This is an optimization exercise on Yosys and OpenROAD, whose aim is small area, a short achievable clock period and few clock cycles per item, not a production implementation. In this exercise RTL edits were held to simulation tests only and were not proved equivalent to the original.

## flow/design.v (module list and top-level ports; edited modules follow where they fit)
// module fa: 4 lines
// module psel: 3 lines
// module pnor: 3 lines
// module xr: 3 lines
// module conv_krow: 3434 lines
// module conv_m1: 133 lines
// module conv_s2: 52 lines
// module conv_kc: 219 lines
// module conv_layer: 115 lines
module conv_layer # (parameter KERNEL_SIZE = 5,
                     parameter IMGCOL      = 10,
                     parameter IMGROW      = 10,
                     parameter DATA_WIDTH  = 8,
                     parameter KDATA_WIDTH = 8,
                     parameter ACTIVATION  = "RELU")
(
   input  logic                   clk,
   input  logic                   rst,
   input  logic [IMGROW*IMGCOL*DATA_WIDTH-1:0]           image,
   input  logic [KERNEL_SIZE*KERNEL_SIZE*KDATA_WIDTH-1:0] kernel,
   output logic [(IMGROW-KERNEL_SIZE+1)*(IMGCOL-KERNEL_SIZE+1)*DATA_WIDTH-1:0] conv_out,
   output logic                   layer_done_out
);
  // ...
==> flow/run.sh <==
#!/bin/bash
# synth_recipe.tcl (not shown) runs the flow's synth.tcl, then flattens the netlist and writes it again
# the make line also repeats each setting of config.mk as NAME=value (left out here)
make -C /OpenROAD-flow-scripts/flow DESIGN_CONFIG=/design/flow/config.mk WORK_HOME=/design/flow/orfs CLKGATE_MAP_FILE= SYNTH_SCRIPT=/design/flow/synth_recipe.tcl finish
==> flow/config.mk <==
export PLATFORM = sky130hd
export DESIGN_NAME = conv_layer
export DESIGN_NICKNAME = conv_layer
export VERILOG_FILES = /design/flow/design.v
export SDC_FILE = /design/flow/constraint.sdc
export NUM_CORES = 4
export LEC_CHECK = 0
export CAP_MARGIN = 20
export CORE_MARGIN = 2
export CORE_UTILIZATION = 45
export PLACE_DENSITY = 0.6
export SLEW_MARGIN = 20
export SYNTH_HIERARCHICAL = 1
==> flow/constraint.sdc <==
create_clock -name core_clock -period 30.0 [get_ports {clk}]
set_input_delay 6.0000 -clock core_clock [delete_from_list [all_inputs] [get_ports {clk}]]
set_output_delay 6.0000 -clock core_clock [all_outputs]
set_load 0.01 [all_outputs]
==> run notes, run 1 <==
status timing/DRC/antenna clean; fraction of layout cells with a size suffix above 1 7.13%; Top Metal Used met5; Arrival @ worst endpoint 9.77 ns; Detail Route met2 WL 518000 um; Max FO, Critical Path 20; routing usage on met2 67.7%; Total Routed Length 1380000 um; CP max stage delay 0.68 ns; clk sinks 1289; Tap Count 6757; biggest regs win_n (400), oreg (288), midreg (276); ranking of synthesized cells by area fa_1 48%, xor2_1 18%, o22ai_1 12%; Bufs on Longest Clock Path 4; FFs w/ async S/R, synth 0.310%; CP Buf/Inv Count 1; IO Pins 1291; 1st-pass router iterations 12; fin area 0.258 mm2; clock-cell share of area 2.26%; final setup skew 0.0879 ns; Worst setup startpoint neg[1]$_DFF_P_; RSZ-0062 raised after global routing false; sequential cell count 1289; largest area contributor in the netlist fa_1; FMAX 0.113 GHz; Seq/Total Area, Yosys 11.2%; Overflow after GRT 0; HPWL Detailed 1070000 um; Num CTS Buffers 171; GP Congestion 1.10
Testbench counts, summed over its fixed seeds: cycles 768, frames 96.
==> module conv_layer, before the edit <==
module conv_layer # (parameter KERNEL_SIZE = 5,
                     parameter IMGCOL      = 10,
                     parameter IMGROW      = 10,
                     parameter DATA_WIDTH  = 8,
                     parameter KDATA_WIDTH = 8,
                     parameter ACTIVATION  = "RELU")
(
   input  logic                   clk,
   input  logic                   rst,
   input  logic [IMGROW*IMGCOL*DATA_WIDTH-1:0]           image,
   input  logic [KERNEL_SIZE*KERNEL_SIZE*KDATA_WIDTH-1:0] kernel,
   output logic [(IMGROW-KERNEL_SIZE+1)*(IMGCOL-KERNEL_SIZE+1)*DATA_WIDTH-1:0] conv_out,
   output logic                   layer_done_out
);
localparam OR   = IMGROW-KERNEL_SIZE+1;    
localparam OC   = IMGCOL-KERNEL_SIZE+1;    
localparam RW   = IMGCOL*DATA_WIDTH;       
localparam OW   = OC*DATA_WIDTH;           
localparam NT   = KERNEL_SIZE*KERNEL_SIZE;
localparam NB1  = 23;                     
localparam NB   = 46;      
localparam LAST = OR+1;                    
logic [2:0] cnt;
logic       done;
always_ff @(posedge clk or negedge rst) begin
   if (~rst) begin
      cnt  <= 3'd0;
      done <= 1'b0;
   end else begin
      cnt  <= (cnt == LAST) ? 3'd0 : cnt + 3'd1;
      done <= (cnt == LAST);
   end
end
assign layer_done_out = done;
logic [KERNEL_SIZE-1:0][RW-1:0] win_n;
logic [RW-1:0] next_row;
always_comb begin
   case (cnt)
      3'd1:    next_row = image[5*RW +: RW];
      3'd2:    next_row = image[6*RW +: RW];
      3'd3:    next_row = image[7*RW +: RW];
      3'd4:    next_row = image[8*RW +: RW];
      3'd5:    next_row = image[9*RW +: RW];
      default: next_row = image[4*RW +: RW];
   endcase
end
always_ff @(posedge clk) begin
   for (int i = 0; i < KERNEL_SIZE-1; i++)
      win_n[i] <= (cnt == 3'd0) ? ~image[i*RW +: RW] : win_n[i+1];
   win_n[KERNEL_SIZE-1] <= ~next_row;
end
logic [4*NT-1:0] one_d, two_d, neg_d, one_n, two_n, neg;
always_comb begin
   for (int t = 0; t < NT; t++) begin
      logic [7:0] k;
      logic [8:0] e;
      k = kernel[t*8 +: 8];
      if (k == 8'h80) k = 8'h00;
      e = {k, 1'b0};
      for (int j = 0; j < 4; j++) begin
         one_d[t*4+j] = ~(e[2*j+1] ^ e[2*j]);
         two_d[t*4+j] = ~((e[2*j+2] & ~e[2*j+1] & ~e[2*j]) | (~e[2*j+2] & e[2*j+1] & e[2*j]));
         neg_d[t*4+j] = e[2*j+2] & ~(e[2*j+1] & e[2*j]);
      end
   end
end
always_ff @(posedge clk) begin
   one_n <= one_d;
   two_n <= two_d;
   neg   <= neg_d;
end
logic [20:0] kc, kcreg;
conv_kc u_kc (.neg(neg), .one_n(one_n), .two_n(two_n), .kc(kc));
always_ff @(posedge clk) kcreg <= kc;
logic [KERNEL_SIZE-1:0][OC*NB1-1:0] ps;
genvar i, c;
generate
   for (i = 0; i < KERNEL_SIZE; i++) begin : g_krow
      conv_krow u_krow (
         .pn    (win_n[i]),
         .one_n (one_n[i*20 +: 20]),
         .two_n (two_n[i*20 +: 20]),
         .neg   (neg[i*20 +: 20]),
         .ps    (ps[i])
      );
   end
endgenerate
logic [OW-1:0] row_out;
logic [OC-1:0][NB-1:0] mid, midreg;
generate
   for (c = 0; c < OC; c++) begin : g_col
      conv_m1 u_m1 (
         .ps0 (ps[0][c*NB1 +: NB1]),
         .ps1 (ps[1][c*NB1 +: NB1]),
         .ps2 (ps[2][c*NB1 +: NB1]),
         .ps3 (ps[3][c*NB1 +: NB1]),
         .ps4 (ps[4][c*NB1 +: NB1]),
         .mid (mid[c])
      );
      conv_s2 u_s2 (
         .mid     (midreg[c]),
         .kc      (kcreg),
         .feature (row_out[c*DATA_WIDTH +: DATA_WIDTH])
      );
   end
endgenerate
always_ff @(posedge clk) midreg <= mid;
logic [OR-1:0][OW-1:0] oreg;
always_ff @(posedge clk) begin
   for (int r = 0; r < OR-1; r++)
      oreg[r] <= oreg[r+1];
   oreg[OR-1] <= row_out;
end
assign conv_out = oreg;
endmodule
==> inputs of run 2 (changes only) <==
--- a/flow/design.v
+++ b/flow/design.v
@@ -3632,3 +3632,3 @@
 endmodule
-module conv_kc (
+module conv_kc_a (
    input  logic [99:0] neg,
@@ -3636,3 +3636,3 @@
    input  logic [99:0] two_n,
-   output logic [20:0] kc
+   output logic [135:0] kp
 );
@@ -3648,17 +3648,2 @@
 wire ks56, kc56, ks57, kc57, ks58, kc58, ks59, kc59, ks60, kc60, ks61, kc61, ks62, kc62, ks63, kc63;
-wire ks64, kc64, ks65, kc65, ks66, kc66, ks67, kc67, ks68, kc68, ks69, kc69, ks70, kc70, ks71, kc71;
-wire ks72, kc72, ks73, kc73, ks74, kc74, ks75, kc75, ks76, kc76, ks77, kc77, ks78, kc78, ks79, kc79;
-wire ks80, kc80, ks81, kc81, ks82, kc82, ks83, kc83, ks84, kc84, ks85, kc85, ks86, kc86, ks87, kc87;
-wire ks88, kc88, ks89, kc89, ks90, kc90, ks91, kc91, ks92, kc92, ks93, kc93, ks94, kc94, ks95, kc95;
-wire ks96, kc96, ks97, kc97, ks98, kc98, ks99, kc99, ks100, kc100, ks101, kc101, ks102, kc102, ks103, kc103;
-wire ks104, kc104, ks105, kc105, ks106, kc106, ks107, kc107, ks108, kc108, ks109, kc109, ks110, kc110, ks111, kc111;
-wire ks112, kc112, ks113, kc113, ks114, kc114, ks115, kc115, ks116, kc116, ks117, kc117, ks118, kc118, ks119, kc119;
-wire ks120, kc120, ks121, kc121, ks122, kc122, ks123, kc123, ks124, kc124, ks125, kc125, ks126, kc126, ks127, kc127;
-wire ks128, kc128, ks129, kc129, ks130, kc130, ks131, kc131, ks132, kc132, ks133, kc133, ks134, kc134, ks135, kc135;
-wire ks136, kc136, ks137, kc137, ks138, kc138, ks139, kc139, ks140, kc140, ks141, kc141, ks142, kc142, ks143, kc143;
-wire ks144, kc144, ks145, kc145, ks146, kc146, ks147, kc147, ks148, kc148, ks149, kc149, ks150, kc150, ks151, kc151;
-wire ks152, kc152, ks153, kc153, ks154, kc154, ks155, kc155, ks156, kc156, ks157, kc157, ks158, kc158, ks159, kc159;
-wire ks160, kc160, ks161, kc161, ks162, kc162, ks163, kc163, ks164, kc164, ks165, kc165, ks166, kc166, ks167, kc167;
-wire ks168, kc168, ks169, kc169, ks170, kc170, ks171, kc171, ks172, kc172, ks173, kc173, ks174, kc174, ks175, kc175;
-wire ks176, kc176, ks177, kc177, ks178, kc178, ks179, kc179, ks180, kc180, ks181, kc181, ks182, kc182;
 fa u_ks0 (.a(n1[0]), .b(n1[4]), .c(n1[8]), .s(ks0), .co(kc0));
@@ -3671,181 +3656,354 @@
 fa u_ks7 (.a(n1[84]), .b(n1[88]), .c(n1[92]), .s(ks7), .co(kc7));
-fa u_ks8 (.a(n1[96]), .b(ks0), .c(ks1), .s(ks8), .co(kc8));
-fa u_ks9 (.a(ks2), .b(ks3), .c(ks4), .s(ks9), .co(kc9));
-fa u_ks10 (.a(ks5), .b(ks6), .c(ks7), .s(ks10), .co(kc10));
-fa u_ks11 (.a(ks8), .b(ks9), .c(ks10), .s(ks11), .co(kc11));
-fa u_ks12 (.a(n2[0]), .b(n2[4]), .c(n2[8]), .s(ks12), .co(kc12));
-fa u_ks13 (.a(n2[12]), .b(n2[16]), .c(n2[20]), .s(ks13), .co(kc13));
-fa u_ks14 (.a(n2[24]), .b(n2[28]), .c(n2[32]), .s(ks14), .co(kc14));
-fa u_ks15 (.a(n2[36]), .b(n2[40]), .c(n2[44]), .s(ks15), .co(kc15));
-fa u_ks16 (.a(n2[48]), .b(n2[52]), .c(n2[56]), .s(ks16), .co(kc16));
-fa u_ks17 (.a(n2[60]), .b(n2[64]), .c(n2[68]), .s(ks17), .co(kc17));
-fa u_ks18 (.a(n2[72]), .b(n2[76]), .c(n2[80]), .s(ks18), .co(kc18));
-fa u_ks19 (.a(n2[84]), .b(n2[88]), .c(n2[92]), .s(ks19), .co(kc19));
-fa u_ks20 (.a(n2[96]), .b(kc0), .c(kc1), .s(ks20), .co(kc20));
-fa u_ks21 (.a(kc2), .b(kc3), .c(kc4), .s(ks21), .co(kc21));
-fa u_ks22 (.a(kc5), .b(kc6), .c(kc7), .s(ks22), .co(kc22));
-fa u_ks23 (.a(ks12), .b(ks13), .c(ks14), .s(ks23), .co(kc23));
-fa u_ks24 (.a(ks15), .b(ks16), .c(ks17), .s(ks24), .co(kc24));
-fa u_ks25 (.a(ks18), .b(ks19), .c(kc8), .s(ks25), .co(kc25));
-fa u_ks26 (.a(kc9), .b(kc10), .c(ks20), .s(ks26), .co(kc26));
-fa u_ks27 (.a(ks21), .b(ks22), .c(ks23), .s(ks27), .co(kc27));
-fa u_ks28 (.a(ks24), .b(kc11), .c(ks25), .s(ks28), .co(kc28));
-fa u_ks29 (.a(ks26), .b(ks27), .c(ks28), .s(ks29), .co(kc29));
-fa u_ks30 (.a(n1[1]), .b(n1[5]), .c(n1[9]), .s(ks30), .co(kc30));
-fa u_ks31 (.a(n1[13]), .b(n1[17]), .c(n1[21]), .s(ks31), .co(kc31));
-fa u_ks32 (.a(n1[25]), .b(n1[29]), .c(n1[33]), .s(ks32), .co(kc32));
-fa u_ks33 (.a(n1[37]), .b(n1[41]), .c(n1[45]), .s(ks33), .co(kc33));
-fa u_ks34 (.a(n1[49]), .b(n1[53]), .c(n1[57]), .s(ks34), .co(kc34));
-fa u_ks35 (.a(n1[61]), .b(n1[65]), .c(n1[69]), .s(ks35), .co(kc35));
-fa u_ks36 (.a(n1[73]), .b(n1[77]), .c(n1[81]), .s(ks36), .co(kc36));
-fa u_ks37 (.a(n1[85]), .b(n1[89]), .c(n1[93]), .s(ks37), .co(kc37));
-fa u_ks38 (.a(n1[97]), .b(kc12), .c(kc13), .s(ks38), .co(kc38));
-fa u_ks39 (.a(kc14), .b(kc15), .c(kc16), .s(ks39), .co(kc39));
-fa u_ks40 (.a(kc17), .b(kc18), .c(kc19), .s(ks40), .co(kc40));
-fa u_ks41 (.a(ks30), .b(ks31), .c(ks32), .s(ks41), .co(kc41));
-fa u_ks42 (.a(ks33), .b(ks34), .c(ks35), .s(ks42), .co(kc42));
-fa u_ks43 (.a(ks36), .b(ks37), .c(kc20), .s(ks43), .co(kc43));
-fa u_ks44 (.a(kc21), .b(kc22), .c(kc23), .s(ks44), .co(kc44));
-fa u_ks45 (.a(kc24), .b(ks38), .c(ks39), .s(ks45), .co(kc45));
-fa u_ks46 (.a(ks40), .b(ks41), .c(ks42), .s(ks46), .co(kc46));
-fa u_ks47 (.a(kc25), .b(kc26), .c(ks43), .s(ks47), .co(kc47));
-fa u_ks48 (.a(kc27), .b(ks44), .c(ks45), .s(ks48), .co(kc48));
-fa u_ks49 (.a(ks46), .b(kc28), .c(ks47), .s(ks49), .co(kc49));
-fa u_ks50 (.a(ks48), .b(kc29), .c(ks49), .s(ks50), .co(kc50));
-fa u_ks51 (.a(n2[1]), .b(n2[5]), .c(n2[9]), .s(ks51), .co(kc51));
-fa u_ks52 (.a(n2[13]), .b(n2[17]), .c(n2[21]), .s(ks52), .co(kc52));
-fa u_ks53 (.a(n2[25]), .b(n2[29]), .c(n2[33]), .s(ks53), .co(kc53));
-fa u_ks54 (.a(n2[37]), .b(n2[41]), .c(n2[45]), .s(ks54), .co(kc54));
-fa u_ks55 (.a(n2[49]), .b(n2[53]), .c(n2[57]), .s(ks55), .co(kc55));
-fa u_ks56 (.a(n2[61]), .b(n2[65]), .c(n2[69]), .s(ks56), .co(kc56));
-fa u_ks57 (.a(n2[73]), .b(n2[77]), .c(n2[81]), .s(ks57), .co(kc57));
-fa u_ks58 (.a(n2[85]), .b(n2[89]), .c(n2[93]), .s(ks58), .co(kc58));
-fa u_ks59 (.a(n2[97]), .b(kc30), .c(kc31), .s(ks59), .co(kc59));
-fa u_ks60 (.a(kc32), .b(kc33), .c(kc34), .s(ks60), .co(kc60));
-fa u_ks61 (.a(kc35), .b(kc36), .c(kc37), .s(ks61), .co(kc61));
-fa u_ks62 (.a(ks51), .b(ks52), .c(ks53), .s(ks62), .co(kc62));
-fa u_ks63 (.a(ks54), .b(ks55), .c(ks56), .s(ks63), .co(kc63));
-fa u_ks64 (.a(ks57), .b(ks58), .c(kc38), .s(ks64), .co(kc64));
-fa u_ks65 (.a(kc39), .b(kc40), .c(kc41), .s(ks65), .co(kc65));
-fa u_ks66 (.a(kc42), .b(ks59), .c(ks60), .s(ks66), .co(kc66));
-fa u_ks67 (.a(ks61), .b(ks62), .c(ks63), .s(ks67), .co(kc67));
-fa u_ks68 (.a(kc43), .b(kc44), .c(kc45), .s(ks68), .co(kc68));
-fa u_ks69 (.a(ks64), .b(kc46), .c(ks65), .s(ks69), .co(kc69));
-fa u_ks70 (.a(ks66), .b(ks67), .c(kc47), .s(ks70), .co(kc70));
-fa u_ks71 (.a(kc48), .b(ks68), .c(ks69), .s(ks71), .co(kc71));
-fa u_ks72 (.a(ks70), .b(kc49), .c(ks71), .s(ks72), .co(kc72));
-fa u_ks73 (.a(n1[2]), .b(n1[6]), .c(n1[10]), .s(ks73), .co(kc73));
-fa u_ks74 (.a(n1[14]), .b(n1[18]), .c(n1[22]), .s(ks74), .co(kc74));
-fa u_ks75 (.a(n1[26]), .b(n1[30]), .c(n1[34]), .s(ks75), .co(kc75));
-fa u_ks76 (.a(n1[38]), .b(n1[42]), .c(n1[46]), .s(ks76), .co(kc76));
-fa u_ks77 (.a(n1[50]), .b(n1[54]), .c(n1[58]), .s(ks77), .co(kc77));
-fa u_ks78 (.a(n1[62]), .b(n1[66]), .c(n1[70]), .s(ks78), .co(kc78));
-fa u_ks79 (.a(n1[74]), .b(n1[78]), .c(n1[82]), .s(ks79), .co(kc79));
-fa u_ks80 (.a(n1[86]), .b(n1[90]), .c(n1[94]), .s(ks80), .co(kc80));
-fa u_ks81 (.a(n1[98]), .b(kc51), .c(kc52), .s(ks81), .co(kc81));
-fa u_ks82 (.a(kc53), .b(kc54), .c(kc55), .s(ks82), .co(kc82));
-fa u_ks83 (.a(kc56), .b(kc57), .c(kc58), .s(ks83), .co(kc83));
-fa u_ks84 (.a(ks73), .b(ks74), .c(ks75), .s(ks84), .co(kc84));
-fa u_ks85 (.a(ks76), .b(ks77), .c(ks78), .s(ks85), .co(kc85));
-fa u_ks86 (.a(ks79), .b(ks80), .c(kc59), .s(ks86), .co(kc86));
-fa u_ks87 (.a(kc60), .b(kc61), .c(kc62), .s(ks87), .co(kc87));
-fa u_ks88 (.a(kc63), .b(ks81), .c(ks82), .s(ks88), .co(kc88));
-fa u_ks89 (.a(ks83), .b(ks84), .c(ks85), .s(ks89), .co(kc89));
-fa u_ks90 (.a(kc64), .b(kc65), .c(kc66), .s(ks90), .co(kc90));
-fa u_ks91 (.a(ks86), .b(kc67), .c(ks87), .s(ks91), .co(kc91));
-fa u_ks92 (.a(ks88), .b(ks89), .c(kc68), .s(ks92), .co(kc92));
-fa u_ks93 (.a(kc69), .b(ks90), .c(ks91), .s(ks93), .co(kc93));
-fa u_ks94 (.a(kc70), .b(ks92), .c(kc71), .s(ks94), .co(kc94));
-fa u_ks95 (.a(ks93), .b(ks94), .c(kc72), .s(ks95), .co(kc95));
-fa u_ks96 (.a(n2[2]), .b(n2[6]), .c(n2[10]), .s(ks96), .co(kc96));
-fa u_ks97 (.a(n2[14]), .b(n2[18]), .c(n2[22]), .s(ks97), .co(kc97));
-fa u_ks98 (.a(n2[26]), .b(n2[30]), .c(n2[34]), .s(ks98), .co(kc98));
-fa u_ks99 (.a(n2[38]), .b(n2[42]), .c(n2[46]), .s(ks99), .co(kc99));
-fa u_ks100 (.a(n2[50]), .b(n2[54]), .c(n2[58]), .s(ks100), .co(kc100));
-fa u_ks101 (.a(n2[62]), .b(n2[66]), .c(n2[70]), .s(ks101), .co(kc101));
-fa u_ks102 (.a(n2[74]), .b(n2[78]), .c(n2[82]), .s(ks102), .co(kc102));
-fa u_ks103 (.a(n2[86]), .b(n2[90]), .c(n2[94]), .s(ks103), .co(kc103));
-fa u_ks104 (.a(n2[98]), .b(kc73), .c(kc74), .s(ks104), .co(kc104));
-fa u_ks105 (.a(kc75), .b(kc76), .c(kc77), .s(ks105), .co(kc105));
-fa u_ks106 (.a(kc78), .b(kc79), .c(kc80), .s(ks106), .co(kc106));
-fa u_ks107 (.a(ks96), .b(ks97), .c(ks98), .s(ks107), .co(kc107));
-fa u_ks108 (.a(ks99), .b(ks100), .c(ks101), .s(ks108), .co(kc108));
-fa u_ks109 (.a(ks102), .b(ks103), .c(kc81), .s(ks109), .co(kc109));
-fa u_ks110 (.a(kc82), .b(kc83), .c(kc84), .s(ks110), .co(kc110));
-fa u_ks111 (.a(kc85), .b(ks104), .c(ks105), .s(ks111), .co(kc111));
-fa u_ks112 (.a(ks106), .b(ks107), .c(ks108), .s(ks112), .co(kc112));
-fa u_ks113 (.a(kc86), .b(kc87), .c(kc88), .s(ks113), .co(kc113));
-fa u_ks114 (.a(ks109), .b(kc89), .c(ks110), .s(ks114), .co(kc114));
-fa u_ks115 (.a(ks111), .b(ks112), .c(kc90), .s(ks115), .co(kc115));
-fa u_ks116 (.a(kc91), .b(ks113), .c(ks114), .s(ks116), .co(kc116));
-fa u_ks117 (.a(kc92), .b(ks115), .c(kc93), .s(ks117), .co(kc117));
-fa u_ks118 (.a(ks116), .b(kc94), .c(ks117), .s(ks118), .co(kc118));
-fa u_ks119 (.a(n1[3]), .b(n1[7]), .c(n1[11]), .s(ks119), .co(kc119));
-fa u_ks120 (.a(n1[15]), .b(n1[19]), .c(n1[23]), .s(ks120), .co(kc120));
-fa u_ks121 (.a(n1[27]), .b(n1[31]), .c(n1[35]), .s(ks121), .co(kc121));
-fa u_ks122 (.a(n1[39]), .b(n1[43]), .c(n1[47]), .s(ks122), .co(kc122));
-fa u_ks123 (.a(n1[51]), .b(n1[55]), .c(n1[59]), .s(ks123), .co(kc123));
-fa u_ks124 (.a(n1[63]), .b(n1[67]), .c(n1[71]), .s(ks124), .co(kc124));
-fa u_ks125 (.a(n1[75]), .b(n1[79]), .c(n1[83]), .s(ks125), .co(kc125));
-fa u_ks126 (.a(n1[87]), .b(n1[91]), .c(n1[95]), .s(ks126), .co(kc126));
-fa u_ks127 (.a(n1[99]), .b(kc96), .c(kc97), .s(ks127), .co(kc127));
-fa u_ks128 (.a(kc98), .b(kc99), .c(kc100), .s(ks128), .co(kc128));
-fa u_ks129 (.a(kc101), .b(kc102), .c(kc103), .s(ks129), .co(kc129));
-fa u_ks130 (.a(ks119), .b(ks120), .c(ks121), .s(ks130), .co(kc130));
-fa u_ks131 (.a(ks122), .b(ks123), .c(ks124), .s(ks131), .co(kc131));
-fa u_ks132 (.a(ks125), .b(ks126), .c(kc104), .s(ks132), .co(kc132));
-fa u_ks133 (.a(kc105), .b(kc106), .c(kc107), .s(ks133), .co(kc133));
-fa u_ks134 (.a(kc108), .b(ks127), .c(ks128), .s(ks134), .co(kc134));
-fa u_ks135 (.a(ks129), .b(ks130), .c(ks131), .s(ks135), .co(kc135));
-fa u_ks136 (.a(kc109), .b(kc110), .c(kc111), .s(ks136), .co(kc136));
-fa u_ks137 (.a(ks132), .b(kc112), .c(ks133), .s(ks137), .co(kc137));
-fa u_ks138 (.a(ks134), .b(ks135), .c(kc113), .s(ks138), .co(kc138));
-fa u_ks139 (.a(kc114), .b(ks136), .c(ks137), .s(ks139), .co(kc139));
-fa u_ks140 (.a(kc115), .b(ks138), .c(kc116), .s(ks140), .co(kc140));
-fa u_ks141 (.a(ks139), .b(kc117), .c(ks140), .s(ks141), .co(kc141));
-fa u_ks142 (.a(n2[3]), .b(n2[7]), .c(n2[11]), .s(ks142), .co(kc142));
-fa u_ks143 (.a(n2[15]), .b(n2[19]), .c(n2[23]), .s(ks143), .co(kc143));
-fa u_ks144 (.a(n2[27]), .b(n2[31]), .c(n2[35]), .s(ks144), .co(kc144));
-fa u_ks145 (.a(n2[39]), .b(n2[43]), .c(n2[47]), .s(ks145), .co(kc145));
-fa u_ks146 (.a(n2[51]), .b(n2[55]), .c(n2[59]), .s(ks146), .co(kc146));
-fa u_ks147 (.a(n2[63]), .b(n2[67]), .c(n2[71]), .s(ks147), .co(kc147));
-fa u_ks148 (.a(n2[75]), .b(n2[79]), .c(n2[83]), .s(ks148), .co(kc148));
-fa u_ks149 (.a(n2[87]), .b(n2[91]), .c(n2[95]), .s(ks149), .co(kc149));
-fa u_ks150 (.a(n2[99]), .b(kc119), .c(kc120), .s(ks150), .co(kc150));
-fa u_ks151 (.a(kc121), .b(kc122), .c(kc123), .s(ks151), .co(kc151));
-fa u_ks152 (.a(kc124), .b(kc125), .c(kc126), .s(ks152), .co(kc152));
-fa u_ks153 (.a(ks142), .b(ks143), .c(ks144), .s(ks153), .co(kc153));
-fa u_ks154 (.a(ks145), .b(ks146), .c(ks147), .s(ks154), .co(kc154));
-fa u_ks155 (.a(ks148), .b(ks149), .c(kc127), .s(ks155), .co(kc155));
-fa u_ks156 (.a(kc128), .b(kc129), .c(kc130), .s(ks156), .co(kc156));
-fa u_ks157 (.a(kc131), .b(ks150), .c(ks151), .s(ks157), .co(kc157));
-fa u_ks158 (.a(ks152), .b(ks153), .c(ks154), .s(ks158), .co(kc158));
-fa u_ks159 (.a(kc132), .b(kc133), .c(kc134), .s(ks159), .co(kc159));
-fa u_ks160 (.a(ks155), .b(kc135), .c(ks156), .s(ks160), .co(kc160));
-fa u_ks161 (.a(ks157), .b(ks158), .c(kc136), .s(ks161), .co(kc161));
-fa u_ks162 (.a(kc137), .b(ks159), .c(ks160), .s(ks162), .co(kc162));
-fa u_ks163 (.a(kc138), .b(ks161), .c(kc139), .s(ks163), .co(kc163));
-fa u_ks164 (.a(ks162), .b(kc140), .c(ks163), .s(ks164), .co(kc164));
-fa u_ks165 (.a(kc142), .b(kc143), .c(kc144), .s(ks165), .co(kc165));
-fa u_ks166 (.a(kc145), .b(kc146), .c(kc147), .s(ks166), .co(kc166));
-fa u_ks167 (.a(kc148), .b(kc149), .c(kc150), .s(ks167), .co(kc167));
-fa u_ks168 (.a(kc151), .b(kc152), .c(kc153), .s(ks168), .co(kc168));
-fa u_ks169 (.a(kc154), .b(ks165), .c(ks166), .s(ks169), .co(kc169));
-fa u_ks170 (.a(kc155), .b(kc156), .c(kc157), .s(ks170), .co(kc170));
-fa u_ks171 (.a(ks167), .b(kc158), .c(ks168), .s(ks171), .co(kc171));
-fa u_ks172 (.a(ks169), .b(kc159), .c(kc160), .s(ks172), .co(kc172));
-fa u_ks173 (.a(ks170), .b(ks171), .c(kc161), .s(ks173), .co(kc173));
-fa u_ks174 (.a(kc162), .b(ks172), .c(ks173), .s(ks174), .co(kc174));
-fa u_ks175 (.a(kc163), .b(ks174), .c(kc164), .s(ks175), .co(kc175));
-fa u_ks176 (.a(kc165), .b(kc166), .c(kc167), .s(ks176), .co(kc176));
-fa u_ks177 (.a(kc168), .b(kc169), .c(kc170), .s(ks177), .co(kc177));
-fa u_ks178 (.a(ks176), .b(kc171), .c(ks177), .s(ks178), .co(kc178));
-fa u_ks179 (.a(kc172), .b(kc173), .c(ks178), .s(ks179), .co(kc179));
-fa u_ks180 (.a(kc174), .b(ks179), .c(kc175), .s(ks180), .co(kc180));
-fa u_ks181 (.a(kc176), .b(kc177), .c(kc178), .s(ks181), .co(kc181));
-fa u_ks182 (.a(kc179), .b(ks181), .c(kc180), .s(ks182), .co(kc182));
-wire [20:0] ra = {1'b0, 1'b0, 1'b0, 1'b0, 1'b0, 1'b0, 1'b0, 1'b0, 1'b0, kc181, ks182, ks180, ks175, kc141, kc118, kc95, ks95, kc50, ks50, ks29, ks11};
-wire [20:0] rb = {1'b0, 1'b0, 1'b0, 1'b0, 1'b0, 1'b0, 1'b0, 1'b0, 1'b0, kc182, 1'b0, 1'b0, 1'b0, ks164, ks141, ks118, 1'b0, ks72, 1'b0, 1'b0, 1'b0};
-wire [20:0] m = ra + rb;
-assign kc = m - (m << 8);
+fa u_ks8 (.a(n2[0]), .b(n2[4]), .c(n2[8]), .s(ks8), .co(kc8));
+fa u_ks9 (.a(n2[12]), .b(n2[16]), .c(n2[20]), .s(ks9), .co(kc9));
+fa u_ks10 (.a(n2[24]), .b(n2[28]), .c(n2[32]), .s(ks10), .co(kc10));
+fa u_ks11 (.a(n2[36]), .b(n2[40]), .c(n2[44]), .s(ks11), .co(kc11));
+fa u_ks12 (.a(n2[48]), .b(n2[52]), .c(n2[56]), .s(ks12), .co(kc12));
+fa u_ks13 (.a(n2[60]), .b(n2[64]), .c(n2[68]), .s(ks13), .co(kc13));
+fa u_ks14 (.a(n2[72]), .b(n2[76]), .c(n2[80]), .s(ks14), .co(kc14));
+fa u_ks15 (.a(n2[84]), .b(n2[88]), .c(n2[92]), .s(ks15), .co(kc15));
+fa u_ks16 (.a(n1[1]), .b(n1[5]), .c(n1[9]), .s(ks16), .co(kc16));
+fa u_ks17 (.a(n1[13]), .b(n1[17]), .c(n1[21]), .s(ks17), .co(kc17));
+fa u_ks18 (.a(n1[25]), .b(n1[29]), .c(n1[33]), .s(ks18), .co(kc18));
+fa u_ks19 (.a(n1[37]), .b(n1[41]), .c(n1[45]), .s(ks19), .co(kc19));
+fa u_ks20 (.a(n1[49]), .b(n1[53]), .c(n1[57]), .s(ks20), .co(kc20));
+fa u_ks21 (.a(n1[61]), .b(n1[65]), .c(n1[69]), .s(ks21), .co(kc21));
+fa u_ks22 (.a(n1[73]), .b(n1[77]), .c(n1[81]), .s(ks22), .co(kc22));
+fa u_ks23 (.a(n1[85]), .b(n1[89]), .c(n1[93]), .s(ks23), .co(kc23));
+fa u_ks24 (.a(n2[1]), .b(n2[5]), .c(n2[9]), .s(ks24), .co(kc24));
+fa u_ks25 (.a(n2[13]), .b(n2[17]), .c(n2[21]), .s(ks25), .co(kc25));
+fa u_ks26 (.a(n2[25]), .b(n2[29]), .c(n2[33]), .s(ks26), .co(kc26));
+fa u_ks27 (.a(n2[37]), .b(n2[41]), .c(n2[45]), .s(ks27), .co(kc27));
+fa u_ks28 (.a(n2[49]), .b(n2[53]), .c(n2[57]), .s(ks28), .co(kc28));
+fa u_ks29 (.a(n2[61]), .b(n2[65]), .c(n2[69]), .s(ks29), .co(kc29));
+fa u_ks30 (.a(n2[73]), .b(n2[77]), .c(n2[81]), .s(ks30), .co(kc30));
+fa u_ks31 (.a(n2[85]), .b(n2[89]), .c(n2[93]), .s(ks31), .co(kc31));
+fa u_ks32 (.a(n1[2]), .b(n1[6]), .c(n1[10]), .s(ks32), .co(kc32));
+fa u_ks33 (.a(n1[14]), .b(n1[18]), .c(n1[22]), .s(ks33), .co(kc33));
+fa u_ks34 (.a(n1[26]), .b(n1[30]), .c(n1[34]), .s(ks34), .co(kc34));
+fa u_ks35 (.a(n1[38]), .b(n1[42]), .c(n1[46]), .s(ks35), .co(kc35));
+fa u_ks36 (.a(n1[50]), .b(n1[54]), .c(n1[58]), .s(ks36), .co(kc36));
+fa u_ks37 (.a(n1[62]), .b(n1[66]), .c(n1[70]), .s(ks37), .co(kc37));
+fa u_ks38 (.a(n1[74]), .b(n1[78]), .c(n1[82]), .s(ks38), .co(kc38));
+fa u_ks39 (.a(n1[86]), .b(n1[90]), .c(n1[94]), .s(ks39), .co(kc39));
+fa u_ks40 (.a(n2[2]), .b(n2[6]), .c(n2[10]), .s(ks40), .co(kc40));
+fa u_ks41 (.a(n2[14]), .b(n2[18]), .c(n2[22]), .s(ks41), .co(kc41));
+fa u_ks42 (.a(n2[26]), .b(n2[30]), .c(n2[34]), .s(ks42), .co(kc42));
+fa u_ks43 (.a(n2[38]), .b(n2[42]), .c(n2[46]), .s(ks43), .co(kc43));
+fa u_ks44 (.a(n2[50]), .b(n2[54]), .c(n2[58]), .s(ks44), .co(kc44));
+fa u_ks45 (.a(n2[62]), .b(n2[66]), .c(n2[70]), .s(ks45), .co(kc45));
+fa u_ks46 (.a(n2[74]), .b(n2[78]), .c(n2[82]), .s(ks46), .co(kc46));
+fa u_ks47 (.a(n2[86]), .b(n2[90]), .c(n2[94]), .s(ks47), .co(kc47));
+fa u_ks48 (.a(n1[3]), .b(n1[7]), .c(n1[11]), .s(ks48), .co(kc48));
+fa u_ks49 (.a(n1[15]), .b(n1[19]), .c(n1[23]), .s(ks49), .co(kc49));
+fa u_ks50 (.a(n1[27]), .b(n1[31]), .c(n1[35]), .s(ks50), .co(kc50));
+fa u_ks51 (.a(n1[39]), .b(n1[43]), .c(n1[47]), .s(ks51), .co(kc51));
+fa u_ks52 (.a(n1[51]), .b(n1[55]), .c(n1[59]), .s(ks52), .co(kc52));
+fa u_ks53 (.a(n1[63]), .b(n1[67]), .c(n1[71]), .s(ks53), .co(kc53));
+fa u_ks54 (.a(n1[75]), .b(n1[79]), .c(n1[83]), .s(ks54), .co(kc54));
+fa u_ks55 (.a(n1[87]), .b(n1[91]), .c(n1[95]), .s(ks55), .co(kc55));
+fa u_ks56 (.a(n2[3]), .b(n2[7]), .c(n2[11]), .s(ks56), .co(kc56));
+fa u_ks57 (.a(n2[15]), .b(n2[19]), .c(n2[23]), .s(ks57), .co(kc57));
+fa u_ks58 (.a(n2[27]), .b(n2[31]), .c(n2[35]), .s(ks58), .co(kc58));
+fa u_ks59 (.a(n2[39]), .b(n2[43]), .c(n2[47]), .s(ks59), .co(kc59));
+fa u_ks60 (.a(n2[51]), .b(n2[55]), .c(n2[59]), .s(ks60), .co(kc60));
+fa u_ks61 (.a(n2[63]), .b(n2[67]), .c(n2[71]), .s(ks61), .co(kc61));
+fa u_ks62 (.a(n2[75]), .b(n2[79]), .c(n2[83]), .s(ks62), .co(kc62));
+fa u_ks63 (.a(n2[87]), .b(n2[91]), .c(n2[95]), .s(ks63), .co(kc63));
+assign kp[0] = n1[96];    
+assign kp[1] = ks0;    
+assign kp[2] = ks1;    
+assign kp[3] = ks2;    
+assign kp[4] = ks3;    
+assign kp[5] = ks4;    
+assign kp[6] = ks5;    
+assign kp[7] = ks6;    
+assign kp[8] = ks7;    
+assign kp[9] = n2[96];    
+assign kp[10] = kc0;    
+assign kp[11] = kc1;    
+assign kp[12] = kc2;    
+assign kp[13] = kc3;    
+assign kp[14] = kc4;    
+assign kp[15] = kc5;    
+assign kp[16] = kc6;    
+assign kp[17] = kc7;    
+assign kp[18] = ks8;    
+assign kp[19] = ks9;    
+assign kp[20] = ks10;    
+assign kp[21] = ks11;    
+assign kp[22] = ks12;    
+assign kp[23] = ks13;    
+assign kp[24] = ks14;    
+assign kp[25] = ks15;    
+assign kp[26] = n1[97];    
+assign kp[27] = kc8;    
+assign kp[28] = kc9;    
+assign kp[29] = kc10;    
+assign kp[30] = kc11;    
+assign kp[31] = kc12;    
+assign kp[32] = kc13;    
+assign kp[33] = kc14;    
+assign kp[34] = kc15;    
+assign kp[35] = ks16;    
+assign kp[36] = ks17;    
+assign kp[37] = ks18;    
+assign kp[38] = ks19;    
+assign kp[39] = ks20;    
+assign kp[40] = ks21;    
+assign kp[41] = ks22;    
+assign kp[42] = ks23;    
+assign kp[43] = n2[97];    
+assign kp[44] = kc16;    
+assign kp[45] = kc17;    
+assign kp[46] = kc18;    
+assign kp[47] = kc19;    
+assign kp[48] = kc20;    
+assign kp[49] = kc21;    
+assign kp[50] = kc22;    
+assign kp[51] = kc23;    
+assign kp[52] = ks24;    
+assign kp[53] = ks25;    
+assign kp[54] = ks26;    
+assign kp[55] = ks27;    
+assign kp[56] = ks28;    
+assign kp[57] = ks29;    
+assign kp[58] = ks30;    
+assign kp[59] = ks31;    
+assign kp[60] = n1[98];    
+assign kp[61] = kc24;    
+assign kp[62] = kc25;    
+assign kp[63] = kc26;    
+assign kp[64] = kc27;    
+assign kp[65] = kc28;    
+assign kp[66] = kc29;    
+assign kp[67] = kc30;    
+assign kp[68] = kc31;    
+assign kp[69] = ks32;    
+assign kp[70] = ks33;    
+assign kp[71] = ks34;    
+assign kp[72] = ks35;    
+assign kp[73] = ks36;    
+assign kp[74] = ks37;    
+assign kp[75] = ks38;    
+assign kp[76] = ks39;    
+assign kp[77] = n2[98];    
+assign kp[78] = kc32;    
+assign kp[79] = kc33;    
+assign kp[80] = kc34;    
+assign kp[81] = kc35;    
+assign kp[82] = kc36;    
+assign kp[83] = kc37;    
+assign kp[84] = kc38;    
+assign kp[85] = kc39;    
+assign kp[86] = ks40;    
+assign kp[87] = ks41;    
+assign kp[88] = ks42;    
+assign kp[89] = ks43;    
+assign kp[90] = ks44;    
+assign kp[91] = ks45;    
+assign kp[92] = ks46;    
+assign kp[93] = ks47;    
+assign kp[94] = n1[99];    
+assign kp[95] = kc40;    
+assign kp[96] = kc41;    
+assign kp[97] = kc42;    
+assign kp[98] = kc43;    
+assign kp[99] = kc44;    
+assign kp[100] = kc45;    
+assign kp[101] = kc46;    
+assign kp[102] = kc47;    
+assign kp[103] = ks48;    
+assign kp[104] = ks49;    
+assign kp[105] = ks50;    
+assign kp[106] = ks51;    
+assign kp[107] = ks52;    
+assign kp[108] = ks53;    
+assign kp[109] = ks54;    
+assign kp[110] = ks55;    
+assign kp[111] = n2[99];    
+assign kp[112] = kc48;    
+assign kp[113] = kc49;    
+assign kp[114] = kc50;    
+assign kp[115] = kc51;    
+assign kp[116] = kc52;    
+assign kp[117] = kc53;    
+assign kp[118] = kc54;    
+assign kp[119] = kc55;    
+assign kp[120] = ks56;    
+assign kp[121] = ks57;    
+assign kp[122] = ks58;    
+assign kp[123] = ks59;    
+assign kp[124] = ks60;    
+assign kp[125] = ks61;    
+assign kp[126] = ks62;    
+assign kp[127] = ks63;    
+assign kp[128] = kc56;    
+assign kp[129] = kc57;    
+assign kp[130] = kc58;    
+assign kp[131] = kc59;    
+assign kp[132] = kc60;    
+assign kp[133] = kc61;    
+assign kp[134] = kc62;    
+assign kp[135] = kc63;    
+endmodule
+module conv_kc_b (
+   input  logic [135:0] kp,
+   output logic [20:0] kc
+);
+wire qs0, qc0, qs1, qc1, qs2, qc2, qs3, qc3, qs4, qc4, qs5, qc5, qs6, qc6, qs7, qc7;
+wire qs8, qc8, qs9, qc9, qs10, qc10, qs11, qc11, qs12, qc12, qs13, qc13, qs14, qc14, qs15, qc15;
+wire qs16, qc16, qs17, qc17, qs18, qc18, qs19, qc19, qs20, qc20, qs21, qc21, qs22, qc22, qs23, qc23;
+wire qs24, qc24, qs25, qc25, qs26, qc26, qs27, qc27, qs28, qc28, qs29, qc29, qs30, qc30, qs31, qc31;
+wire qs32, qc32, qs33, qc33, qs34, qc34, qs35, qc35, qs36, qc36, qs37, qc37, qs38, qc38, qs39, qc39;
+wire qs40, qc40, qs41, qc41, qs42, qc42, qs43, qc43, qs44, qc44, qs45, qc45, qs46, qc46, qs47, qc47;
+wire qs48, qc48, qs49, qc49, qs50, qc50, qs51, qc51, qs52, qc52, qs53, qc53, qs54, qc54, qs55, qc55;
+wire qs56, qc56, qs57, qc57, qs58, qc58, qs59, qc59, qs60, qc60, qs61, qc61, qs62, qc62, qs63, qc63;
+wire qs64, qc64, qs65, qc65, qs66, qc66, qs67, qc67, qs68, qc68, qs69, qc69, qs70, qc70, qs71, qc71;
+wire qs72, qc72, qs73, qc73, qs74, qc74, qs75, qc75, qs76, qc76, qs77, qc77, qs78, qc78, qs79, qc79;
+wire qs80, qc80, qs81, qc81, qs82, qc82, qs83, qc83, qs84, qc84, qs85, qc85, qs86, qc86, qs87, qc87;
+wire qs88, qc88, qs89, qc89, qs90, qc90, qs91, qc91, qs92, qc92, qs93, qc93, qs94, qc94, qs95, qc95;
+wire qs96, qc96, qs97, qc97, qs98, qc98, qs99, qc99, qs100, qc100, qs101, qc101, qs102, qc102, qs103, qc103;
+wire qs104, qc104, qs105, qc105, qs106, qc106, qs107, qc107, qs108, qc108, qs109, qc109, qs110, qc110, qs111, qc111;
+wire qs112, qc112, qs113, qc113, qs114, qc114, qs115, qc115, qs116, qc116, qs117, qc117, qs118, qc118;
+fa u_qs0 (.a(kp[0]), .b(kp[1]), .c(kp[2]), .s(qs0), .co(qc0));
+fa u_qs1 (.a(kp[3]), .b(kp[4]), .c(kp[5]), .s(qs1), .co(qc1));
+fa u_qs2 (.a(kp[6]), .b(kp[7]), .c(kp[8]), .s(qs2), .co(qc2));
+fa u_qs3 (.a(qs0), .b(qs1), .c(qs2), .s(qs3), .co(qc3));
+fa u_qs4 (.a(kp[9]), .b(kp[10]), .c(kp[11]), .s(qs4), .co(qc4));
+fa u_qs5 (.a(kp[12]), .b(kp[13]), .c(kp[14]), .s(qs5), .co(qc5));
+fa u_qs6 (.a(kp[15]), .b(kp[16]), .c(kp[17]), .s(qs6), .co(qc6));
+fa u_qs7 (.a(kp[18]), .b(kp[19]), .c(kp[20]), .s(qs7), .co(qc7));
+fa u_qs8 (.a(kp[21]), .b(kp[22]), .c(kp[23]), .s(qs8), .co(qc8));
+fa u_qs9 (.a(kp[24]), .b(kp[25]), .c(qc0), .s(qs9), .co(qc9));
+fa u_qs10 (.a(qc1), .b(qc2), .c(qs4), .s(qs10), .co(qc10));
+fa u_qs11 (.a(qs5), .b(qs6), .c(qs7), .s(qs11), .co(qc11));
+fa u_qs12 (.a(qs8), .b(qc3), .c(qs9), .s(qs12), .co(qc12));
+fa u_qs13 (.a(qs10), .b(qs11), .c(qs12), .s(qs13), .co(qc13));
+fa u_qs14 (.a(kp[26]), .b(kp[27]), .c(kp[28]), .s(qs14), .co(qc14));
+fa u_qs15 (.a(kp[29]), .b(kp[30]), .c(kp[31]), .s(qs15), .co(qc15));
+fa u_qs16 (.a(kp[32]), .b(kp[33]), .c(kp[34]), .s(qs16), .co(qc16));
+fa u_qs17 (.a(kp[35]), .b(kp[36]), .c(kp[37]), .s(qs17), .co(qc17));
+fa u_qs18 (.a(kp[38]), .b(kp[39]), .c(kp[40]), .s(qs18), .co(qc18));
+fa u_qs19 (.a(kp[41]), .b(kp[42]), .c(qc4), .s(qs19), .co(qc19));
+fa u_qs20 (.a(qc5), .b(qc6), .c(qc7), .s(qs20), .co(qc20));
+fa u_qs21 (.a(qc8), .b(qs14), .c(qs15), .s(qs21), .co(qc21));
+fa u_qs22 (.a(qs16), .b(qs17), .c(qs18), .s(qs22), .co(qc22));
+fa u_qs23 (.a(qc9), .b(qc10), .c(qc11), .s(qs23), .co(qc23));
+fa u_qs24 (.a(qs19), .b(qs20), .c(qs21), .s(qs24), .co(qc24));
+fa u_qs25 (.a(qs22), .b(qc12), .c(qs23), .s(qs25), .co(qc25));
+fa u_qs26 (.a(qs24), .b(qc13), .c(qs25), .s(qs26), .co(qc26));
+fa u_qs27 (.a(kp[43]), .b(kp[44]), .c(kp[45]), .s(qs27), .co(qc27));
+fa u_qs28 (.a(kp[46]), .b(kp[47]), .c(kp[48]), .s(qs28), .co(qc28));
+fa u_qs29 (.a(kp[49]), .b(kp[50]), .c(kp[51]), .s(qs29), .co(qc29));
+fa u_qs30 (.a(kp[52]), .b(kp[53]), .c(kp[54]), .s(qs30), .co(qc30));
+fa u_qs31 (.a(kp[55]), .b(kp[56]), .c(kp[57]), .s(qs31), .co(qc31));
+fa u_qs32 (.a(kp[58]), .b(kp[59]), .c(qc14), .s(qs32), .co(qc32));
+fa u_qs33 (.a(qc15), .b(qc16), .c(qc17), .s(qs33), .co(qc33));
+fa u_qs34 (.a(qc18), .b(qs27), .c(qs28), .s(qs34), .co(qc34));
+fa u_qs35 (.a(qs29), .b(qs30), .c(qs31), .s(qs35), .co(qc35));
+fa u_qs36 (.a(qc19), .b(qc20), .c(qc21), .s(qs36), .co(qc36));
+fa u_qs37 (.a(qc22), .b(qs32), .c(qs33), .s(qs37), .co(qc37));
+fa u_qs38 (.a(qs34), .b(qs35), .c(qc23), .s(qs38), .co(qc38));
+fa u_qs39 (.a(qc24), .b(qs36), .c(qs37), .s(qs39), .co(qc39));
+fa u_qs40 (.a(qc25), .b(qs38), .c(qs39), .s(qs40), .co(qc40));
+fa u_qs41 (.a(kp[60]), .b(kp[61]), .c(kp[62]), .s(qs41), .co(qc41));
+fa u_qs42 (.a(kp[63]), .b(kp[64]), .c(kp[65]), .s(qs42), .co(qc42));
+fa u_qs43 (.a(kp[66]), .b(kp[67]), .c(kp[68]), .s(qs43), .co(qc43));
+fa u_qs44 (.a(kp[69]), .b(kp[70]), .c(kp[71]), .s(qs44), .co(qc44));
+fa u_qs45 (.a(kp[72]), .b(kp[73]), .c(kp[74]), .s(qs45), .co(qc45));
+fa u_qs46 (.a(kp[75]), .b(kp[76]), .c(qc27), .s(qs46), .co(qc46));
+fa u_qs47 (.a(qc28), .b(qc29), .c(qc30), .s(qs47), .co(qc47));
+fa u_qs48 (.a(qc31), .b(qs41), .c(qs42), .s(qs48), .co(qc48));
+fa u_qs49 (.a(qs43), .b(qs44), .c(qs45), .s(qs49), .co(qc49));
+fa u_qs50 (.a(qc32), .b(qc33), .c(qc34), .s(qs50), .co(qc50));
+fa u_qs51 (.a(qc35), .b(qs46), .c(qs47), .s(qs51), .co(qc51));
+fa u_qs52 (.a(qs48), .b(qs49), .c(qc36), .s(qs52), .co(qc52));
+fa u_qs53 (.a(qc37), .b(qs50), .c(qs51), .s(qs53), .co(qc53));
+fa u_qs54 (.a(qc38), .b(qc39), .c(qs52), .s(qs54), .co(qc54));
+fa u_qs55 (.a(qs53), .b(qc40), .c(qs54), .s(qs55), .co(qc55));
+fa u_qs56 (.a(kp[77]), .b(kp[78]), .c(kp[79]), .s(qs56), .co(qc56));
+fa u_qs57 (.a(kp[80]), .b(kp[81]), .c(kp[82]), .s(qs57), .co(qc57));
+fa u_qs58 (.a(kp[83]), .b(kp[84]), .c(kp[85]), .s(qs58), .co(qc58));
+fa u_qs59 (.a(kp[86]), .b(kp[87]), .c(kp[88]), .s(qs59), .co(qc59));
+fa u_qs60 (.a(kp[89]), .b(kp[90]), .c(kp[91]), .s(qs60), .co(qc60));
+fa u_qs61 (.a(kp[92]), .b(kp[93]), .c(qc41), .s(qs61), .co(qc61));
+fa u_qs62 (.a(qc42), .b(qc43), .c(qc44), .s(qs62), .co(qc62));
+fa u_qs63 (.a(qc45), .b(qs56), .c(qs57), .s(qs63), .co(qc63));
+fa u_qs64 (.a(qs58), .b(qs59), .c(qs60), .s(qs64), .co(qc64));
+fa u_qs65 (.a(qc46), .b(qc47), .c(qc48), .s(qs65), .co(qc65));
+fa u_qs66 (.a(qc49), .b(qs61), .c(qs62), .s(qs66), .co(qc66));
+fa u_qs67 (.a(qs63), .b(qs64), .c(qc50), .s(qs67), .co(qc67));
+fa u_qs68 (.a(qc51), .b(qs65), .c(qs66), .s(qs68), .co(qc68));
+fa u_qs69 (.a(qc52), .b(qc53), .c(qs67), .s(qs69), .co(qc69));
+fa u_qs70 (.a(qs68), .b(qc54), .c(qs69), .s(qs70), .co(qc70));
+fa u_qs71 (.a(kp[94]), .b(kp[95]), .c(kp[96]), .s(qs71), .co(qc71));
+fa u_qs72 (.a(kp[97]), .b(kp[98]), .c(kp[99]), .s(qs72), .co(qc72));
+fa u_qs73 (.a(kp[100]), .b(kp[101]), .c(kp[102]), .s(qs73), .co(qc73));
+fa u_qs74 (.a(kp[103]), .b(kp[104]), .c(kp[105]), .s(qs74), .co(qc74));
+fa u_qs75 (.a(kp[106]), .b(kp[107]), .c(kp[108]), .s(qs75), .co(qc75));
+fa u_qs76 (.a(kp[109]), .b(kp[110]), .c(qc56), .s(qs76), .co(qc76));
+fa u_qs77 (.a(qc57), .b(qc58), .c(qc59), .s(qs77), .co(qc77));
+fa u_qs78 (.a(qc60), .b(qs71), .c(qs72), .s(qs78), .co(qc78));
+fa u_qs79 (.a(qs73), .b(qs74), .c(qs75), .s(qs79), .co(qc79));
+fa u_qs80 (.a(qc61), .b(qc62), .c(qc63), .s(qs80), .co(qc80));
+fa u_qs81 (.a(qc64), .b(qs76), .c(qs77), .s(qs81), .co(qc81));
+fa u_qs82 (.a(qs78), .b(qs79), .c(qc65), .s(qs82), .co(qc82));
+fa u_qs83 (.a(qc66), .b(qs80), .c(qs81), .s(qs83), .co(qc83));
+fa u_qs84 (.a(qc67), .b(qc68), .c(qs82), .s(qs84), .co(qc84));
+fa u_qs85 (.a(qs83), .b(qc69), .c(qs84), .s(qs85), .co(qc85));
+fa u_qs86 (.a(kp[111]), .b(kp[112]), .c(kp[113]), .s(qs86), .co(qc86));
+fa u_qs87 (.a(kp[114]), .b(kp[115]), .c(kp[116]), .s(qs87), .co(qc87));
+fa u_qs88 (.a(kp[117]), .b(kp[118]), .c(kp[119]), .s(qs88), .co(qc88));
+fa u_qs89 (.a(kp[120]), .b(kp[121]), .c(kp[122]), .s(qs89), .co(qc89));
+fa u_qs90 (.a(kp[123]), .b(kp[124]), .c(kp[125]), .s(qs90), .co(qc90));
+fa u_qs91 (.a(kp[126]), .b(kp[127]), .c(qc71), .s(qs91), .co(qc91));
+fa u_qs92 (.a(qc72), .b(qc73), .c(qc74), .s(qs92), .co(qc92));
+fa u_qs93 (.a(qc75), .b(qs86), .c(qs87), .s(qs93), .co(qc93));
+fa u_qs94 (.a(qs88), .b(qs89), .c(qs90), .s(qs94), .co(qc94));
+fa u_qs95 (.a(qc76), .b(qc77), .c(qc78), .s(qs95), .co(qc95));
+fa u_qs96 (.a(qc79), .b(qs91), .c(qs92), .s(qs96), .co(qc96));
+fa u_qs97 (.a(qs93), .b(qs94), .c(qc80), .s(qs97), .co(qc97));
+fa u_qs98 (.a(qc81), .b(qs95), .c(qs96), .s(qs98), .co(qc98));
+fa u_qs99 (.a(qc82), .b(qc83), .c(qs97), .s(qs99), .co(qc99));
+fa u_qs100 (.a(qs98), .b(qc84), .c(qs99), .s(qs100), .co(qc100));
+fa u_qs101 (.a(kp[128]), .b(kp[129]), .c(kp[130]), .s(qs101), .co(qc101));
+fa u_qs102 (.a(kp[131]), .b(kp[132]), .c(kp[133]), .s(qs102), .co(qc102));
+fa u_qs103 (.a(kp[134]), .b(kp[135]), .c(qc86), .s(qs103), .co(qc103));
+fa u_qs104 (.a(qc87), .b(qc88), .c(qc89), .s(qs104), .co(qc104));
+fa u_qs105 (.a(qc90), .b(qs101), .c(qs102), .s(qs105), .co(qc105));
+fa u_qs106 (.a(qc91), .b(qc92), .c(qc93), .s(qs106), .co(qc106));
+fa u_qs107 (.a(qc94), .b(qs103), .c(qs104), .s(qs107), .co(qc107));
+fa u_qs108 (.a(qs105), .b(qc95), .c(qc96), .s(qs108), .co(qc108));
+fa u_qs109 (.a(qs106), .b(qs107), .c(qc97), .s(qs109), .co(qc109));
+fa u_qs110 (.a(qc98), .b(qs108), .c(qs109), .s(qs110), .co(qc110));
+fa u_qs111 (.a(qc99), .b(qs110), .c(qc100), .s(qs111), .co(qc111));
+fa u_qs112 (.a(qc101), .b(qc102), .c(qc103), .s(qs112), .co(qc112));
+fa u_qs113 (.a(qc104), .b(qc105), .c(qc106), .s(qs113), .co(qc113));
+fa u_qs114 (.a(qc107), .b(qs112), .c(qc108), .s(qs114), .co(qc114));
+fa u_qs115 (.a(qs113), .b(qc109), .c(qs114), .s(qs115), .co(qc115));
+fa u_qs116 (.a(qc110), .b(qs115), .c(qc111), .s(qs116), .co(qc116));
+fa u_qs117 (.a(qc112), .b(qc113), .c(qc114), .s(qs117), .co(qc117));
+fa u_qs118 (.a(qc115), .b(qs117), .c(qc116), .s(qs118), .co(qc118));
+wire ls0, lc0, ls1, lc1, ls2, lc2, ls3, lc3, ls4, lc4, ls5, lc5, ls6, lc6, ls7, lc7;
+wire ls8, lc8, ls9, lc9, ls10, lc10, ls11, lc11, ls12, lc12, ls13, lc13, ls14, lc14, ls15, lc15;
+fa u_ls0 (.a(1'b1), .b(~qs3), .c(qs111), .s(ls0), .co(lc0));
+fa u_ls1 (.a(1'b1), .b(1'b1), .c(~qs13), .s(ls1), .co(lc1));
+fa u_ls2 (.a(ls1), .b(qs116), .c(lc0), .s(ls2), .co(lc2));
+fa u_ls3 (.a(1'b1), .b(lc1), .c(~qs26), .s(ls3), .co(lc3));
+fa u_ls4 (.a(ls3), .b(qs118), .c(lc2), .s(ls4), .co(lc4));
+fa u_ls5 (.a(~qc26), .b(~qs40), .c(qc117), .s(ls5), .co(lc5));
+fa u_ls6 (.a(lc3), .b(ls5), .c(qc118), .s(ls6), .co(lc6));
+fa u_ls7 (.a(1'b1), .b(~qs55), .c(lc5), .s(ls7), .co(lc7));
+fa u_ls8 (.a(~qc55), .b(~qs70), .c(lc7), .s(ls8), .co(lc8));
+fa u_ls9 (.a(~qc70), .b(~qs85), .c(lc8), .s(ls9), .co(lc9));
+fa u_ls10 (.a(~qc85), .b(~qs100), .c(lc9), .s(ls10), .co(lc10));
+fa u_ls11 (.a(1'b1), .b(~qs111), .c(lc10), .s(ls11), .co(lc11));
+fa u_ls12 (.a(1'b1), .b(~qs116), .c(lc11), .s(ls12), .co(lc12));
+fa u_ls13 (.a(1'b1), .b(~qs118), .c(lc12), .s(ls13), .co(lc13));
+fa u_ls14 (.a(~qc117), .b(~qc118), .c(lc13), .s(ls14), .co(lc14));
+fa u_ls15 (.a(1'b1), .b(1'b1), .c(lc14), .s(ls15), .co(lc15));
+wire [20:0] ra = {ls15, ls14, ls13, ls12, ls11, ls10, ls9, ls8, ls7, lc4, ls4, ls2, ls0, qc85, qc70, qc55, qs55, qc26, qs26, qs13, qs3};
+wire [20:0] rb = {1'b0, 1'b0, 1'b0, 1'b0, 1'b0, 1'b0, 1'b0, 1'b0, lc6, ls6, 1'b0, 1'b0, 1'b0, qs100, qs85, qs70, 1'b0, qs40, 1'b0, 1'b0, 1'b0};
+assign kc = ra + rb;
 endmodule
@@ -3871,2 +4029,3 @@
 localparam NB1  = 23;                     
+localparam NKP  = 136;                     
 localparam NB   = 46;      
@@ -3922,5 +4081,10 @@
 end
+logic [NKP-1:0] kp, kpreg;
 logic [20:0] kc, kcreg;
-conv_kc u_kc (.neg(neg), .one_n(one_n), .two_n(two_n), .kc(kc));
-always_ff @(posedge clk) kcreg <= kc;
+conv_kc_a u_kc_a (.neg(neg_d), .one_n(one_d), .two_n(two_d), .kp(kp));
+conv_kc_b u_kc_b (.kp(kpreg), .kc(kc));
+always_ff @(posedge clk) begin
+   kpreg <= kp;
+   kcreg <= kc;
+end
 logic [KERNEL_SIZE-1:0][OC*NB1-1:0] ps;
@@ -3960,5 +4124,4 @@
 always_ff @(posedge clk) begin
-   for (int r = 0; r < OR-1; r++)
-      oreg[r] <= oreg[r+1];
-   oreg[OR-1] <= row_out;
+   for (int r = 0; r < OR; r++)
+      if (cnt == r+2) oreg[r] <= row_out;
 end
==> run 2 against run 1 <==
Via count grew 1.2%. Core utilization shrank 0.38 points. Cell area grew 2.5%. Hold slack gained 0.22 ns. Synthesized cell count grew 1.6%. Flip-flop and latch count grew 136. Fmax grew 11%. Area after synthesis grew 3.5%. Clock skew grew 0.033 ns. Die area grew 3.5%. Count of clock-buffer cells in the layout grew 18. Final cell count grew 0.57%.
==> run notes, run 2 <==
path type of the worst setup path flop to flop (unchanged); count leader, synth fa_1 (unchanged); clock latency on the worst-skew pair 1.02 ns (about the same); number of synthesized flops with an enable pin 288 (was 0); Mapped Cells 20700 (was 20400); Max FO, Critical Path 2 (was 20); total negative slack 0 ns (unchanged); average size of a mapped cell 11.5 um2 (was 11.3 um2); slew margin rel. 13.8% (was 4.09%); fin area 0.264 mm2 (was 0.258 mm2); Routed Antenna Nets 0 (unchanged); Synth Register Bits 1425 (was 1289); Hold Fails Final Rpt 0 (unchanged); ranking of synthesized cells by area fa_1 46%, xor2_1 18%, o22ai_1 11% (was fa_1 48%, xor2_1 18%, o22ai_1 12%); GP Congestion 1.09 (was 1.10); fin worst setup slack 22.02 ns (was 21.13 ns); WP data required 30.91 ns (about the same); RR Startpoint kpreg[103]$_DFF_P_ (was neg[1]$_DFF_P_); first-pass GRT wire length 1820000 um (about the same); Total Routed Length 1370000 um (was 1380000 um); worst-case hold path end point cnt[0]$_DFF_PN0_ (was oreg[95]$_DFF_P_); Initial Utilization 45.2% (was 45.1%); commonest non-fill, non-tap cell in the layout fa_1 (unchanged); Period Utilization, post-route 26.6% (was 29.6%); RSZ-0062 raised after global routing false (unchanged); Chip Width 733 um (was 721 um); layout overhead on the synthesized area 10.4% (was 11.5%); post-CTS setup buffer count 0 (unchanged); final setup skew 0.121 ns (was 0.0879 ns); Hold Crit Class flop to flop (unchanged); Hold Path Origin cnt[0]$_DFF_PN0_ (was oreg[143]$_DFF_P_); post-route minimum period 7.98 ns (was 8.87 ns); hold depth 1 (was 0); CP Launch Type flop (unchanged); FMAX 0.125 GHz (was 0.113 GHz); Core ar. 0.529 mm2 (was 0.512 mm2); Seq/Total Area, Yosys 13.1% (was 11.2%); synth unique cells 62 (was 68); drt initial violations 34100 (was 32100); Biggest register win_n (unchanged); Final Hold Slack 0.553 ns (was 0.335 ns); initial antenna violation count 183 (was 232); fraction of layout cells with a size suffix above 1 7.50% (was 7.13%); clk sinks 1425 (was 1289); Arrival @ worst endpoint 8.89 ns (was 9.77 ns); clock slew at reported path FFs 0.07 ns (was 0.06 ns); TritonCTS clock tree built (unchanged); Num CTS Buffers 180 (was 171); area share of the largest cell type after synthesis 46.4% (was 47.9%); Place WS 21.42 ns (was 21.37 ns); largest area contributor in the netlist fa_1 (unchanged); HPWL Detailed 1050000 um (was 1070000 um); vias in the first global route 206000 (was 204000); biggest regs win_n (400), oreg (288), midreg (276) (unchanged); FFs w/ async S/R, synth 0.281% (was 0.310%); synth warn 7 (unchanged); CTS Root Cell clkbuf_16 (unchanged); Main synth FF type dfxtp_1 (unchanged); Slew Viols, Final 0 (unchanged); Overflow after GRT 0 (unchanged); Die Area 0.538 mm2 (was 0.519 mm2); nets 28200 (was 28100); reg-to-reg endpoint kcreg[20]$_DFF_P_ (unchanged); final setup fails 0 (unchanged); Bufs on Longest Clock Path 4 (unchanged); Port Buffers 1290 (unchanged); Reg2Reg Setup Slack 22.02 ns (was 21.13 ns); 1st-pass router iterations 9 (was 12); IO Pins 1291 (unchanged); maxcap violations 0 (unchanged); Worst-Margin Slew 1.29 ns (was 1.44 ns); most frequent cells in the layout 5545 x fa_1, 4815 x xor2_1, 4211 x o22ai_1 (was 5530 x fa_1, 4813 x xor2_1, 4361 x o22ai_1); hold bufs inserted after CTS 0 (unchanged); residual DRC count 0 (unchanged); crit end category flop (unchanged); status timing/DRC/antenna clean (unchanged); max reg flops 400 (unchanged); most instantiated cells after synthesis 5545 x fa_1, 4815 x xor2_1, 4211 x o22ai_1, 1335 x nor2_1, 1133 x dfxtp_1 (was 5530 x fa_1, 4813 x xor2_1, 4361 x o22ai_1, 1334 x nor2_1, 1285 x dfxtp_1); Die Y 733 um (was 721 um); htree depth 4 (unchanged); Area after DPL 0.258 mm2 (was 0.251 mm2); row count 267 (was 263); via count 204000 (was 202000); synthesized area 0.239 mm2 (was 0.231 mm2); Fill cells 48100 (was 46800); via/cell ratio 7.08 (was 7.04); Total GRT Usage 50.2% (was 52.2%); Post-CTS Resized 0 (unchanged); WL per Instance 47.6 um (was 48.1 um); pin count of the biggest net entering global routing 116 (was 100); Reg2Reg Depth 17 (was 21)
run 2: cell count changes after synthesis, sizes merged, moves of 90 or more:
cell    before   now
edfxtp       0   288
dfxtp     1285  1133
o22ai     4361  4216
a21oi       81   192
buf       1025  1133
nand2      418   508
run 2: Yosys stat by module (local to each module, per instance):
module,copies in the design,cell area [um2]
conv_layer,1,41300
conv_kc_a,1,3770
conv_s2,6,435
fa,5545,20.0
conv_krow,5,1040
xr,4800,8.76
psel,4200,6.26
conv_m1,6,345
pnor,1200,3.75
conv_kc_b,1,547
run 2: worst max-delay path by stage:
stage                       startpoint                 end  slack [ns]  cells past startpoint
floorplan                    kernel[2]  kpreg[120]$_DFF_P_       22.22                      6
global placement           kernel[121]  kpreg[125]$_DFF_P_       21.41                      5
detailed placement         kernel[121]  kpreg[125]$_DFF_P_       21.42                      5
CTS                     done$_DFF_PN0_      layer_done_out       22.05                      1
global route        kpreg[103]$_DFF_P_   kcreg[20]$_DFF_P_       21.89                     17
finish              kpreg[103]$_DFF_P_   kcreg[20]$_DFF_P_       22.02                     17
run 2: kinds of logic after synthesis:
family	Yosys count	synth area share [%]
AOI/OAI and AO/OA	5077	13.4
xor gates and xnor gates	4907	18.0
adders and majority gates	5625	46.8
buffers and inverters	1377	3.93
DFF	1425	13.1
muxes	6	0.0251
other	1	0.00157
and+or+nand+nor	2307	4.74
run 2: per-stage QoR:
stage          std cells  utilization [%]
6_report           28800             49.9
5_1_grt            28700             49.9
4_1_cts            28700             49.9
3_5_place_dp       28400             48.7
3_3_place_gp       28300             48.7
2_1_floorplan      20700                -
run 2: critical path, stage by stage, from the launching register on:
cell and delay, ns:
dfxtp_1 0.89, fa_1 0.64, fa_1 0.46, fa_1 0.47, fa_1 0.39, fa_1 0.40, fa_1 0.51, fa_1 0.43
fa_1 0.40, fa_1 0.40, fa_1 0.39, fa_1 0.40, fa_1 0.39, fa_1 0.38, fa_1 0.39, fa_1 0.39
fa_1 0.46, xnor2_1 0.13
run 2: metal layers:
metal | global-route usage, % | share of wire (%) | vias up
li1 | - | - | 73800
met1 | 59.5 | 34 | 104000
met2 | 65.4 | 38 | 21200
met3 | 30.4 | 19 | 4974
met5 | 0.463 | 0.084 | -
met4 | 37.5 | 10 | 123
run 2: layout make-up:
class	count	area, um2	area share, %
diodes	136	340	0.129
clock buffers	244	5100	1.93
clock inverters	90	1100	0.418
inverters	90	338	0.128
multi-input cells	17900	199000	75.2
flip-flops and latches	1425	32200	12.2
well taps	6994	8750	3.31
repair buffers	1911	17600	6.67
Testbench counts of run 2, summed over its fixed seeds: cycles 768, frames 96.

-- re-timing with driven ports --
How much do the figures lean on ideal ports? The routed layouts below were timed once more, with nothing changed but the port constraints.
Step 1 assumes that a clkbuf_16 drives the clock port and a buf_2 every other input.
Step 2 also shifts input and output timing later by t, the mid clock arrival at the registers, as if the neighbouring blocks saw the same clock.
Slacks: ideal / step 1 / step 2; pairs: ideal / step 1.
run | t, ns | setup slack, ns | hold slack, ns | worst setup path at the end | worst data-port slew with drivers (ns)
run 1 | 1.112 | 21.132 / 21.132 / 21.132 | 0.335 / 0.335 / 0.335 | register to register | 0.36
run 2 | 1.109 | 22.022 / 21.937 / 21.117 | 0.553 / 0.553 / 0.553 | input to register | 0.26
After both steps every run listed still meets setup and hold. The setup slack of run 2, which loses most, moves by -0.085 ns with the drivers and by -0.905 ns with both steps.
